From an optimization exercise on the open Yosys and OpenROAD flow, aimed at small area, a short achievable clock period and few clock cycles; shortcuts taken in it are not production practice. RTL that was checked went through simulation tests only; none was proved equivalent to the original. Power is estimated from default activity; no workload was simulated.

willow:
==> flow/design.v (excerpt) <==
module rsm_cpu(clk, reset, mem_rdata, mem_cmd, mem_addr, mem_wdata, halted);
Size in the first run: roughly 1200 cells after synthesis, ~46 I/O pins.
export LEC_CHECK = 0
export CAP_MARGIN = 20
export CORE_MARGIN = 2
export CORE_UTILIZATION = 40
export CTS_CLUSTER_DIAMETER = 100
export CTS_CLUSTER_SIZE = 30
export SETUP_SLACK_MARGIN = 4
export SLEW_MARGIN = 20
export SYNTH_HIERARCHICAL = 1
export TNS_END_PERCENT = 1
create_clock -name core_clock -period 8.0 [get_ports {clk}]
standard.sh (not shown) runs the stock make flow with config.mk's settings and CLKGATE_MAP_FILE= SYNTH_SCRIPT=/design/flow/synth_recipe.tcl, a recipe that flattens the netlist after the stock synthesis.
==> flow/flow/run.sh <==
#!/bin/bash
# The standard layout, with the input and output port buffers made from
# plain buffers (sky130_fd_sc_hd__buf_1) instead of the delay cells
# buffer_ports picks by default. Every port is still buffered.
set -euo pipefail
cd "$(dirname "$0")/.."
export BUFFER_PORTS_ARGS="-buffer_cell sky130_fd_sc_hd__buf_1"
bash standard.sh > standard_flow.log 2>&1
Testbench counts of willow, summed over its fixed seeds: cycles 76,740.
Here is what was changed in the inputs of violet compared with willow.
- CORE_UTILIZATION: 40 -> 50
- SYNTH_HIERARCHICAL: 1 -> unset
==> run summary <==
Compared with willow, in violet count of antenna diodes in the layout about even, cell area moved down.
Any difference in total of hold buffers inserted after clock tree synthesis between willow and violet is small enough to ignore.
Changes observed in violet relative to willow: sequential cell count shows no meaningful change, clock power saw a decrease, sequential fraction of total cell area went up 0.78 points.
Worst reg-to-reg path cell count (violet over willow): increase, 2
[inputs] quartz vs violet
- changing SETUP_SLACK_MARGIN from 4 to 4.1
- changing CORE_UTILIZATION from 50 to 40
==> run summary <==
- Sort violet and quartz by worst hold slack desc -> top: violet
- met1 demand-to-capacity share in global routing in quartz is 8.0 points lower than in violet
- quartz vs violet: total global-route track usage down
- Min fmax across violet and quartz: violet
- Reported for violet and quartz, synthesized area turned out identical to the last digit.
- Taking violet as the reference, in quartz total power ~0 delta; total routed wire length on the met1 layer -1.6%; power in combinational cells -about 2%.
diff inputs: quartz => ember
- CTS_CLUSTER_SIZE now 25, was 30
- SETUP_SLACK_MARGIN now 4, was 4.1
[summary]
ember finished every stage and its layout cleared the timing, DRC and antenna checks.
From quartz to ember the numbers moved as follows: share of the core filled with cells picked up an extra 0.34 points, post-cts resize count now sits higher, total of flip-flops plus latches after synthesis essentially unchanged.
In the reports for quartz and ember, the smaller number of design-rule violations left by the first detailed-router iteration belongs to ember.
Compared with quartz, in ember maximum frequency now smaller, static leakage increased by 0.040 nW relative to the old numbers, least setup slack across all paths after layout down 40 ps, routed wire length went up.

* * *

## rev 12
Another version of the RTL of rsm_cpu (not shown whole).
For scale: ~1100 cells after synthesis, roughly 210 flip-flops, ~46 I/O pins, ~13000 um^2 of cells after synthesis.
export LEC_CHECK = 0
export CAP_MARGIN = 20
export CORE_MARGIN = 2
export CORE_UTILIZATION = 40
export SETUP_SLACK_MARGIN = 4
export SLEW_MARGIN = 20
create_clock -name core_clock -period 8.0 [get_ports {clk}]
==> flow/flow/run.sh <==
#!/bin/bash
# The standard layout, with the input and output port buffers made from
# plain buffers (sky130_fd_sc_hd__buf_4) instead of the delay cells
# buffer_ports picks by default. Every port is still buffered.
set -euo pipefail
cd "$(dirname "$0")/.."
export BUFFER_PORTS_ARGS="-buffer_cell sky130_fd_sc_hd__buf_4"
bash standard.sh > standard_flow.log 2>&1
For rev 13, these inputs were changed with respect to rev 12:
==> flow/run.sh (new file) <==
#!/bin/bash
# synth_recipe.tcl (not shown) runs the flow's synth.tcl, then flattens the netlist and writes it again
# the make line also repeats each setting of config.mk as NAME=value (left out here)
make -C /OpenROAD-flow-scripts/flow DESIGN_CONFIG=/design/flow/config.mk WORK_HOME=/design/flow/orfs CLKGATE_MAP_FILE= SYNTH_SCRIPT=/design/flow/synth_recipe.tcl finish
-- flow/config.mk --
<<< rev 12, line 12
export SLEW_MARGIN = 20
>>> rev 13, line 12
export SLEW_MARGIN = 20
export SYNTH_HIERARCHICAL = 1
removed: flow/flow/run.sh
removed: flow/standard.sh
Results
- Per the comparison of rev 13 with rev 12, count of inserted antenna diode cells saw little to no change; final critical-path share of the clock period went down; power share of the clock group decreased by 2.4 points relative to the old numbers; total standard cell area after synthesis went up by 0.85%; sequential-to-total area share from yosys stat shows a reduction of 0.41 points.
- Higher via density per instance goes to rev 13 over rev 12.
- Rev 12 and rev 13 ended up with nearly the same cell total after placement.
- Core occupancy in the finished layout, rev 12 and rev 13: smaller value in rev 12
- Sort rev 12 and rev 13 by power desc -> top: rev 12
- [rev 13] global-route usage rose 0.71 points relative to rev 12
- On worst-margin pin slew: rev 13 sits below rev 12.
No run of this note included a check of the RTL's function; only the layout flow was run.

* * *

rsm_cpu, a different RTL version from the one above (not shown whole).
Size in the first run: ~1200 cells after synthesis, ~46 I/O pins, about 13000 µm² of cells after synthesis.
make LEC_CHECK=0 CAP_MARGIN=20 CORE_MARGIN=2 CORE_UTILIZATION=40 SETUP_SLACK_MARGIN=4.5 SLEW_MARGIN=20 TNS_END_PERCENT=5 finish   # period 8.0 ns
run.sh (not shown) runs the stock make flow with config.mk's settings and CLKGATE_MAP_FILE= SYNTH_SCRIPT=/design/flow/synth_recipe.tcl, a recipe that flattens the netlist after the stock synthesis.
Stock flow here: none of the scripts above is used.
The starting point ran to the end with no violations.
==> next run, changes <==
- SETUP_SLACK_MARGIN: 4.5 -> 5
Outcome:
- area after synthesis stays the same
- global-route usage rose by 0.78 points
- fmax went down by 0.38%
==> next run, changes <==
- SETUP_SLACK_MARGIN: 5 -> 4
Clock-buffer cell count shrinks by 4. Hold slack stays flat. Sequential share of layout area grows by 3.4 points. Register-to-register slack loses 0.22 ns. Sequential power hardly moves. Critical path depth grows by 7. Setup slack loses 0.019 ns. Design area shrinks by 8.0%. Total power shrinks by 8.3%. Routed wire length shrinks by 6.9%.
==> next run, changes <==
- TNS_END_PERCENT: 5 -> default
After rerunning: The new run passed the timing, DRC and antenna checks; worst hold slack stays flat; clock skew stays flat; area after synthesis stays the same; die area stays the same; maximum frequency barely changes; wire length is higher by 2.8%; non-clock buffer count goes up by 25.
==> next run, changes <==
==> flow/flow/run.sh (new file) <==
#!/bin/bash
# The standard layout, with the input and output port buffers made from
# plain buffers (sky130_fd_sc_hd__buf_1) instead of the delay cells
# buffer_ports picks by default. Every port is still buffered.
set -euo pipefail
cd "$(dirname "$0")/.."
export BUFFER_PORTS_ARGS="-buffer_cell sky130_fd_sc_hd__buf_1"
bash standard.sh > standard_flow.log 2>&1
==> flow/standard.sh (new file) <==
#!/bin/bash
# synth_recipe.tcl (not shown) runs the flow's synth.tcl, then flattens the netlist and writes it again
# the make line also repeats each setting of config.mk as NAME=value (left out here)
make -C /OpenROAD-flow-scripts/flow DESIGN_CONFIG=/design/flow/config.mk WORK_HOME=/design/flow/orfs CLKGATE_MAP_FILE= SYNTH_SCRIPT=/design/flow/synth_recipe.tcl "${@:-finish}"
- CTS_CLUSTER_DIAMETER: default -> 100
- CTS_CLUSTER_SIZE: default -> 30
- TNS_END_PERCENT: default -> 1
removed: flow/run.sh
After rerunning:
- The changed run produced a clean layout
- worst setup slack loses 0.039 ns
- flip-flop and latch count is unchanged
- die area is unchanged
- cell area came out lower by 7.7%
- synthesized area stays the same
- clock skew came out higher by 0.018 ns
- global-route usage came out lower by 0.72 points
- fmax came out lower by 0.91%
No run of this note included a check of the RTL's function; only the layout flow was run.

* * *

== run A ==
rsm_cpu, a different RTL version from the one above (not shown whole).
For scale: ~210 flip-flops, ~0.013 mm2 of cells after synthesis.
Design rsm_cpu, start of the top module:
module rsm_cpu(clk, reset, mem_rdata, mem_cmd, mem_addr, mem_wdata, halted);
export LEC_CHECK = 0
export CAP_MARGIN = 20
export CORE_MARGIN = 2
export CORE_UTILIZATION = 40
export SETUP_SLACK_MARGIN = 4
export SLEW_MARGIN = 20
export TNS_END_PERCENT = 5
create_clock -name core_clock -period 8.0 [get_ports {clk}]
Stock flow here: none of the scripts above is used.
Looking at the reports, run A completed the entire flow and the layout it produced met the timing, DRC and antenna checks.
Testbench counts of run A, summed over its fixed seeds: cycles 76,740.
Edits applied to the flow inputs when going from run A to run B:
- setting CTS_CLUSTER_DIAMETER to 100 for the first time
- setting CTS_CLUSTER_SIZE to 30 for the first time
- changing TNS_END_PERCENT from 5 to 1
==> flow/flow/run.sh (new file) <==
#!/bin/bash
# The standard layout, with the input and output port buffers made from
# plain buffers (sky130_fd_sc_hd__buf_1) instead of the delay cells
# buffer_ports picks by default. Every port is still buffered.
set -euo pipefail
cd "$(dirname "$0")/.."
export BUFFER_PORTS_ARGS="-buffer_cell sky130_fd_sc_hd__buf_1"
bash standard.sh > standard_flow.log 2>&1
==> flow/standard.sh (new file) <==
#!/bin/bash
# synth_recipe.tcl (not shown) runs the flow's synth.tcl, then flattens the netlist and writes it again
# the make line also repeats each setting of config.mk as NAME=value (left out here)
make -C /OpenROAD-flow-scripts/flow DESIGN_CONFIG=/design/flow/config.mk WORK_HOME=/design/flow/orfs CLKGATE_MAP_FILE= SYNTH_SCRIPT=/design/flow/synth_recipe.tcl "${@:-finish}"
removed: flow/run.sh
==> comparison <==
- Overall fraction of global-route tracks in use (higher): run A
- Relative to run A, worst hold slack has increased by 0.012 ns in run B.
- Run B against run A: post-detailed-placement cell area went down by 280 um2; total detailed-routing wirelength fell by 1.2%.
- Run B vs. run A: power went down by 14%.
- Run B does better than run A on HPWL after detailed placement.
- Run B vs run A: number of vias after detailed routing down slightly
- On final core utilization: between run B and run A, it ends up lower for run B.
- From run B to run A, register bit total from synthesis did not move at all.
- Run B vs. run A: layout-stage area growth over the synthesis result went down by 5.9 points.
[inputs] run C vs run B
- changing TNS_END_PERCENT from 1 to 5
==> flow/run.sh (new file) <==
#!/bin/bash
# synth_recipe.tcl (not shown) runs the flow's synth.tcl, then flattens the netlist and writes it again
# the make line also repeats each setting of config.mk as NAME=value (left out here)
make -C /OpenROAD-flow-scripts/flow DESIGN_CONFIG=/design/flow/config.mk WORK_HOME=/design/flow/orfs CLKGATE_MAP_FILE= SYNTH_SCRIPT=/design/flow/synth_recipe.tcl finish
removed: flow/flow/run.sh
removed: flow/standard.sh
==> run summary <==
Number of clock buffer instances in the layout ended up 1 lower on run C than on run B. Run C vs run B, number of cell instances on the worst register-to-register path went down by 3. Re global router's overall resource usage: run C is 0.21 points up on run B. On met3 track utilization from global routing, run B and run C are neck and neck. The lower non-clock buffer instance count of the final layout of run B and run C is in run B. | vias after detailed routing | run C vs run B | 46 lower |. In the metrics for run B and run C, the one carrying the higher portion of the clock cycle consumed by the worst path in the final layout is run C. Note that the combinational power recorded for run B amounts to 0.940 times the value seen in run C.
Modified inputs, run D compared to run C
- CORE_UTILIZATION changed from 40 to 50
- TNS_END_PERCENT changed from 5 to 1
==> flow/flow/run.sh (new file) <==
#!/bin/bash
# The standard layout, with the input and output port buffers made from
# plain buffers (sky130_fd_sc_hd__buf_1) instead of the delay cells
# buffer_ports picks by default. Every port is still buffered.
set -euo pipefail
cd "$(dirname "$0")/.."
export BUFFER_PORTS_ARGS="-buffer_cell sky130_fd_sc_hd__buf_1"
bash standard.sh > standard_flow.log 2>&1
==> flow/standard.sh (new file) <==
#!/bin/bash
# synth_recipe.tcl (not shown) runs the flow's synth.tcl, then flattens the netlist and writes it again
# the make line also repeats each setting of config.mk as NAME=value (left out here)
make -C /OpenROAD-flow-scripts/flow DESIGN_CONFIG=/design/flow/config.mk WORK_HOME=/design/flow/orfs CLKGATE_MAP_FILE= SYNTH_SCRIPT=/design/flow/synth_recipe.tcl "${@:-finish}"
removed: flow/run.sh
--- outcome ---
Post-route minimum period: run C and run D compared, higher one is run C
Sort run C and run D by maximum clock frequency asc -> top: run C
Taking run C as the reference point, the post-route clock period utilization of run D falls by 1.7 points.
Switching power total in run D is 2.3% below run C.
Looking at run C and run D, the final layout net count is a wash.
Run D reports its critical path capture point as mem_addr[8] while run C reports mem_addr[7].
Run D vs run C: number of core rows down
There was hardly any difference in hold slack between run C and run D.

## re-timing with driven ports
No port has a modelled driver above. Below, the same layouts with a new extraction and two added sets of constraints.
Step 1: set_driving_cell puts a clkbuf_16 on clk and a buf_2 on each other input, an assumption about the parent block.
Step 2 moves the port delays by t, midway between the first and last clock arrival at a register: inputs arrive t later, outputs are due t later. That takes back most of the time a late clock gives input paths.
a / b / c = ideal / step 1 / step 2; a / b = the first two.
| run | t, ns | slack for setup (ns) | slew at the worst register clock pin (ns) |
|---|---|---|---|
| willow | 0.527 | 3.695 / 3.647 / 3.319 | 0.12 / 0.12 |
| violet | 0.518 | 3.698 / 3.650 / 3.305 | 0.12 / 0.12 |
| quartz | 0.528 | 3.744 / 3.694 / 3.290 | 0.12 / 0.12 |
| ember | 0.540 | 3.704 / 3.652 / 3.244 | 0.10 / 0.10 |
| rev 12 | 0.580 | 3.493 / 3.444 / 3.506 | 0.07 / 0.07 |
| rev 13 | 0.585 | 3.761 / 3.708 / 3.478 | 0.06 / 0.06 |
| the first run of note 3 | 0.567 | 3.778 / 3.728 / 3.273 | 0.06 / 0.06 |
| the second run of note 3 | 0.582 | 3.762 / 3.710 / 3.645 | 0.06 / 0.06 |
| the third run of note 3 | 0.555 | 3.743 / 3.694 / 3.222 | 0.06 / 0.06 |
| the fourth run of note 3 | 0.556 | 3.735 / 3.686 / 3.638 | 0.06 / 0.06 |
| the fifth run of note 3 | 0.515 | 3.696 / 3.650 / 3.322 | 0.12 / 0.12 |
| run A | 0.555 | 3.558 / 3.513 / 3.412 | 0.06 / 0.06 |
| run B | 0.518 | 3.701 / 3.654 / 3.355 | 0.11 / 0.11 |
| run C | 0.526 | 3.546 / 3.496 / 3.458 | 0.12 / 0.12 |
| run D | 0.520 | 3.685 / 3.636 / 3.407 | 0.12 / 0.12 |
After both steps setup and hold are still met in every run listed. For the third run of note 3, which loses most, drivers alone change the setup slack by -0.049 ns; drivers and shift together by -0.521 ns.
